This is an optimization exercise on Yosys and OpenROAD, whose aim is small area, not a production implementation.
In this exercise RTL edits were held to simulation tests only and were not proved equivalent to the original.
The clock port is modelled as an ideal driver; clocking choices that lean on that would not hold on a real chip.
Power is estimated from default activity; no workload was simulated.

// main
module main (
    input  wire       mclk,
    input  wire       rst,
    input  wire       MOSI,
    input  wire       SCK,
    input  wire       CS,
    output wire       MISO,
    output wire [7:0] SEG,
    output wire [7:0] DEG
);
Size in the first run: about 630 cells after synthesis, roughly 22 I/O pins, ~0.0073 mm^2 of cells after synthesis.
==> flow/config.mk <==
export PLATFORM = sky130hd
export DESIGN_NAME = main
export DESIGN_NICKNAME = main
export VERILOG_FILES = /design/flow/design.v
export SDC_FILE = /design/flow/constraint.sdc
export NUM_CORES = 4
export LEC_CHECK = 0
export CAP_MARGIN = 20
export CORE_MARGIN = 2
export CORE_UTILIZATION = 80
export SLEW_MARGIN = 20
==> flow/constraint.sdc <==
create_clock -name core_clock -period 10.0 [get_ports {mclk}]
set_input_delay 2.0000 -clock core_clock [delete_from_list [all_inputs] [get_ports {mclk}]]
set_output_delay 2.0000 -clock core_clock [all_outputs]
set_load 0.01 [all_outputs]
standard.sh (not shown) runs the stock make flow with config.mk's settings and CLKGATE_MAP_FILE= SYNTH_SCRIPT=/design/flow/synth_recipe.tcl, a recipe that flattens the netlist after the stock synthesis.
==> flow/flow/run.sh <==
#!/bin/bash
set -euo pipefail
W=$(pwd)
F="$W/flow"

make -C "$FLOW_HOME" DESIGN_CONFIG="$W/config.mk" WORK_HOME="$W/orfs" \
    CLKGATE_MAP_FILE= SYNTH_SCRIPT="$F/own_synth.tcl" synth > "$W/own_synth.log" 2>&1

export CTS_ARGS="-sink_clustering_enable -repair_clock_nets -dont_use_dummy_load -root_buf sky130_fd_sc_hd__clkbuf_16 -buf_list {sky130_fd_sc_hd__clkbuf_4}"
export POST_CTS_TCL="$F/post_cts.tcl"
export BUFFER_PORTS_ARGS="-buffer_cell sky130_fd_sc_hd__buf_1"
bash "$W/standard.sh" finish > "$W/own_layout.log" 2>&1
==> flow/flow/area.abc <==
&get -n
&st
&dc2
&dc2
&dch -f
&nf -a -R 100 -E 1000
&put
topo
==> flow/flow/own_synth.tcl <==
# Standard synthesis (synth_recipe.tcl) with one change: the combinational
# logic is mapped by ABC with an area-oriented script, and full/half adders
# are left to ABC instead of being extracted first. Registers are mapped by
# the same steps as in the standard synthesis, so they keep its names and cells.
proc synth {args} { yosys synth -nofsm -noshare {*}$args }
set ::env(ADDER_MAP_FILE) ""
set own_abc_script [file join [file dirname [file normalize [info script]]] area.abc]
proc abc {args} {
    global own_abc_script
    set out {}
    set skip 0
    foreach a $args {
        if {$skip} { set skip 0; continue }
        if {$a eq "-script"} { set skip 1; continue }
        lappend out $a
    }
    yosys abc -script $own_abc_script {*}$out
}
source $::env(SCRIPTS_DIR)/synth.tcl
# left out here: clear keep_hierarchy, flatten, clean up, hide names made inside functions, write 1_2_yosys.v
==> flow/flow/post_cts.tcl <==
# After clock tree synthesis (small leaf buffers, large root): upsize any
# leaf clock buffer whose flip-flop clock pins see more than 110 ps of slew,
# then legalize the placement again.
set clk_target 0.110
set clk_next [dict create sky130_fd_sc_hd__clkbuf_1 sky130_fd_sc_hd__clkbuf_2 \
  sky130_fd_sc_hd__clkbuf_2 sky130_fd_sc_hd__clkbuf_4 \
  sky130_fd_sc_hd__clkbuf_4 sky130_fd_sc_hd__clkbuf_8 \
  sky130_fd_sc_hd__clkbuf_8 sky130_fd_sc_hd__clkbuf_16]
estimate_parasitics -placement
set clk_changed 0
foreach b [get_cells clkbuf_*] {
  while 1 {
    set net [get_nets -of_objects [get_pins -of_objects $b -filter "direction == output"]]
    set mx 0
    foreach p [get_pins -of_objects $net -filter "direction == input"] {
      set s [get_property $p slew_max]
      if {$s > $mx} { set mx $s }
    }
    set m [get_property $b ref_name]
    if {$mx <= $clk_target || ![dict exists $clk_next $m]} { break }
    replace_cell $b [dict get $clk_next $m]
    estimate_parasitics -placement
    incr clk_changed
    puts "post_cts: [get_full_name $b] $m -> [get_property $b ref_name] (slew $mx)"
  }
}
if {$clk_changed > 0} {
  detailed_placement
  check_placement -verbose
  estimate_parasitics -placement
}
==> next run, changes <==
==> flow/flow/run.sh (replaced) <==
#!/bin/bash
set -euo pipefail
W=$(pwd)
F="$W/flow"

make -C "$FLOW_HOME" DESIGN_CONFIG="$W/config.mk" WORK_HOME="$W/orfs" \
    CLKGATE_MAP_FILE= SYNTH_SCRIPT="$F/own_synth.tcl" synth > "$W/own_synth.log" 2>&1

export CTS_ARGS="-sink_clustering_enable -repair_clock_nets -dont_use_dummy_load -buf_list {sky130_fd_sc_hd__clkbuf_4 sky130_fd_sc_hd__clkbuf_8} -sink_clustering_size 25"
export BUFFER_PORTS_ARGS="-buffer_cell sky130_fd_sc_hd__buf_1"
bash "$W/standard.sh" finish > "$W/own_layout.log" 2>&1
- CORE_UTILIZATION: 80 -> 40
removed: flow/flow/post_cts.tcl
Final cell count climbs by about 16%.
Worst setup slack is worse by 0.22 ns.
Sequential power stays flat.
Die area climbs by about 100%.
Via count shrinks by about 6%.
Cell area rose by about 2.5%.
Non-clock buffer count increases by 3.
Area after synthesis is unchanged.
Total power rises by about 0.44%.
Maximum frequency falls by 5.2%.
==> next run, changes <==
==> flow/run.sh (new file) <==
#!/bin/bash
# synth_recipe.tcl (not shown) runs the flow's synth.tcl, then flattens the netlist and writes it again
# the make line also repeats each setting of config.mk as NAME=value (left out here)
make -C /OpenROAD-flow-scripts/flow DESIGN_CONFIG=/design/flow/config.mk WORK_HOME=/design/flow/orfs CLKGATE_MAP_FILE= SYNTH_SCRIPT=/design/flow/synth_recipe.tcl finish
- ABC_AREA: not set -> 1
- CTS_BUF_LIST: not set -> sky130_fd_sc_hd__clkbuf_4 sky130_fd_sc_hd__clkbuf_8
- CTS_CLUSTER_SIZE: not set -> 30
removed: flow/flow/run.sh
removed: flow/flow/area.abc
removed: flow/flow/own_synth.tcl
removed: flow/standard.sh
Cell area goes up by 18%. Setup slack degrades by 1.5 ns. Via count goes up by 15%.

==> afterwards: timing with drivers on the ports <==
No port has a modelled driver above. Below, the same layouts with a new extraction and two added sets of constraints.
Step 1 (the two cells are an assumption about what drives the block):
set clk [get_ports {mclk}]
set_driving_cell -lib_cell sky130_fd_sc_hd__clkbuf_16 $clk
set_driving_cell -lib_cell sky130_fd_sc_hd__buf_2 [delete_from_list [all_inputs] $clk]
Step 2 adds t to the input delays and takes it off the output delays; t is the mean of the earliest and latest rising clock arrival at the registers after step 1. Input paths then give back, and output paths get back, about the clock's delay inside the block.
Slacks: no drivers / after step 1 / after step 2; pairs: no drivers / after step 1.
run | t (ns) | setup WS [ns] | worst setup path at the end | worst slew at a driven data input, ns | cell pins on the clock port's net
the first run | 0.420 | 5.988 / 5.946 / 5.667 | input to register | 0.03 | 1
the second run | 0.495 | 5.767 / 5.726 / 5.920 | input to register | 0.03 | 1
the third run | 0.495 | 4.235 / 4.193 / 4.689 | register to output | 0.03 | 1
After both steps setup and hold are still met in every run listed. For the first run, which loses most, drivers alone change the setup slack by -0.042 ns; drivers and shift together by -0.321 ns.
